This design comes from an exercise in tuning for small area and a short achievable clock period on the open sky130 flow, not from production work.
Function was checked by simulation only, so behaviour that the tests miss may differ from the original.
Power is estimated from default activity; no workload was simulated.

Setup of north:
Design conv_core, start of the top module:
module conv_core(
    input clk,reset,
    input in_valid,
    input [7:0]pixel,
    input signed[35:0]ps1,ps2,ps3,ps4,
    input signed[15:0]bias1,bias2,bias3,bias4,
    input act,
    input kernel_load,
    input signed[15:0]kernel1_data,kernel2_data,kernel3_data,kernel4_data,
    output out_valid,
    output signed[35:0]result1,result2,result3,result4
);
    wire [8*118-1:0] lb;     
    LineBuffer LB(.clk(clk), .en(in_valid), .Y(pixel), .Q(lb));
    reg [6:0] cnt;
    wire [6:0] cnt_n = (in_valid && cnt != 7'd118) ? cnt + 7'd1 : cnt;
    always @(posedge clk, posedge reset) begin
        if (reset) cnt <= 7'd0;
        else cnt <= cnt_n;
    end
    wire [7:0] fl_n = {cnt_n >= 7'd2, cnt_n >= 7'd3,
                       cnt_n >= 7'd58, cnt_n >= 7'd59, cnt_n >= 7'd60,
                       cnt_n >= 7'd116, cnt_n >= 7'd117, cnt_n >= 7'd118};
    wire [7:0] x [0:8];
    assign x[0] = lb[8*117 +: 8];
    assign x[1] = lb[8*116 +: 8];
    assign x[2] = lb[8*115 +: 8];
    assign x[3] = lb[8*59  +: 8];
    assign x[4] = lb[8*58  +: 8];
    assign x[5] = lb[8*57  +: 8];
    assign x[6] = lb[8*2   +: 8];
    assign x[7] = lb[8*1   +: 8];
    assign x[8] = lb[8*0   +: 8];
    wire [31:0] xa = {x[6], x[4], x[2], x[0]};
    wire [31:0] xb = {x[7], x[5], x[3], x[1]};
    genvar p, c;
    reg phase;
    always @(posedge clk, posedge reset) begin
        if (reset) phase <= 1'b0;
        else phase <= kernel_load & ~phase;
    end
    wire [15:0] kd [0:3];
    assign kd[0] = kernel1_data;
    assign kd[1] = kernel2_data;
  ...
Settings: LEC_CHECK=0, CAP_MARGIN=20, CELL_PAD_IN_SITES_DETAIL_PLACEMENT=2, CELL_PAD_IN_SITES_GLOBAL_PLACEMENT=2, CORE_MARGIN=2, CORE_UTILIZATION=35, PLACE_DENSITY=0.5, SLEW_MARGIN=20, SYNTH_HIERARCHICAL=1, SYNTH_MINIMUM_KEEP_SIZE=0; clock period 20.0 ns.
standard.sh (not shown) runs the stock make flow with config.mk's settings and CLKGATE_MAP_FILE= SYNTH_SCRIPT=/design/flow/synth_recipe.tcl, a recipe that flattens the netlist after the stock synthesis.
==> flow/flow/run.sh <==
#!/bin/bash
# The standard layout (standard.sh, unchanged synthesis), with the
# resizer's setup repair aimed below the loose clock period: the design's
# clock and constraints stay as they are; only the timing repair works harder
# so that the achieved period (period less setup slack) shrinks.
set -o pipefail
cp standard.sh standard_sh_copy.log
export SETUP_SLACK_MARGIN=${SETUP_SLACK_MARGIN_OVERRIDE:-14.5}
bash standard.sh > standard_sh.log 2>&1
For south, these inputs were changed with respect to north:
- PLACE_DENSITY changed from 0.5 to 0.66
- CTS_CLUSTER_SIZE newly set to 28
- CORE_UTILIZATION changed from 35 to 52
- CTS_CLUSTER_DIAMETER newly set to 80
- CELL_PAD_IN_SITES_DETAIL_PLACEMENT changed from 2 to 1
==> flow/flow/run.sh <==
#!/bin/bash
# The standard layout (standard.sh, unchanged synthesis), with two
# changes to how the layout is made: the resizer's setup repair aims below the
# loose clock period (the design's clock and constraints stay as they are;
# only the timing repair works harder, so the achieved period shrinks), and
# the port buffers that the standard flow inserts on every input and output
# are plain buf_2 cells instead of delay cells.
set -o pipefail
cp standard.sh standard_sh_copy.log
export SETUP_SLACK_MARGIN=${SETUP_SLACK_MARGIN_OVERRIDE:-14.5}
export BUFFER_PORTS_ARGS="-buffer_cell sky130_fd_sc_hd__buf_2"
bash standard.sh > standard_sh.log 2>&1
### Flow results
Area added between synthesis and finish was lower in the run labelled south.
| maximum frequency | south vs north | 1.3 MHz higher |
Part of the total power dissipated in combinational logic: lower on north
DRC violation count after routing came out exactly the same in south and north.
north → south: gate count of the mapped netlist held steady, hold slack went up 0.0039 ns, die outline height down about 18%.
Comparing south and north, the lower detailed-route wire length per cell is on north.
Changes observed in south relative to north: met3 routed wirelength rose 43%; switching power summed over all nets now sits higher.
The non-clock buffer count in south sits 57 below the value recorded for north.
Input changes introduced in east (baseline for comparison: south):
- PLACE_DENSITY no longer set, was 0.66
- CTS_CLUSTER_SIZE no longer set, was 28
- CORE_UTILIZATION now 40, was 52
- CTS_CLUSTER_DIAMETER no longer set, was 80
==> flow/flow/run.sh <==
#!/bin/bash
# The standard layout (standard.sh, unchanged synthesis), with the
# resizer's setup repair aimed below the loose clock period: the design's
# clock and constraints stay as they are; only the timing repair works harder
# so that the achieved period (period less setup slack) shrinks.
set -o pipefail
cp standard.sh standard_sh_copy.log
export SETUP_SLACK_MARGIN=${SETUP_SLACK_MARGIN_OVERRIDE:-14.5}
bash standard.sh > standard_sh.log 2>&1
### Flow results
- Power for east: about 7% up relative to south
- The signed area change from the synthesized netlist to the final layout number comes out lower for south vs east.
- Comparing east and south, maximum clock rate is lower on east.
- In terms of final critical-path share of the clock period, east and south differ only marginally.
- Cmp east and south / final cell area excluding filler cells / higher: east
- Comparing east and south, the higher all-layer global routing usage was measured on south.
- Part of the total power dissipated in combinational logic for east is lower than for south.

[afterwards: timing with drivers on the ports]
No port has a modelled driver above. Below, the same layouts with a new extraction and two added sets of constraints.
Step 1 (the two cells are an assumption about what drives the block):
set clk [get_ports {clk}]
set_driving_cell -lib_cell sky130_fd_sc_hd__clkbuf_16 $clk
set_driving_cell -lib_cell sky130_fd_sc_hd__buf_2 [delete_from_list [all_inputs] $clk]
Step 2 times the ports against the registers' clock, not the clock port: input delays grow and output delays shrink by t, the midpoint of the rising clock arrivals with the driver on.
a / b / c = ideal / step 1 / step 2; a / b = the first two.
run | shift t [ns] | setup slack, ns | clock arrival spread, ns | worst register clock-pin slew, ns
north | 1.095 | 14.407 / 14.282 / 13.420 | 0.101 / 0.100 | 0.07 / 0.07
south | 1.047 | 14.447 / 14.418 / 13.448 | 0.070 / 0.070 | 0.11 / 0.11
east | 1.067 | 14.427 / 14.314 / 13.520 | 0.101 / 0.101 | 0.07 / 0.07
After both steps every run listed still meets setup and hold. For south, which loses most, drivers alone change the setup slack by -0.029 ns; drivers and shift together by -0.999 ns.
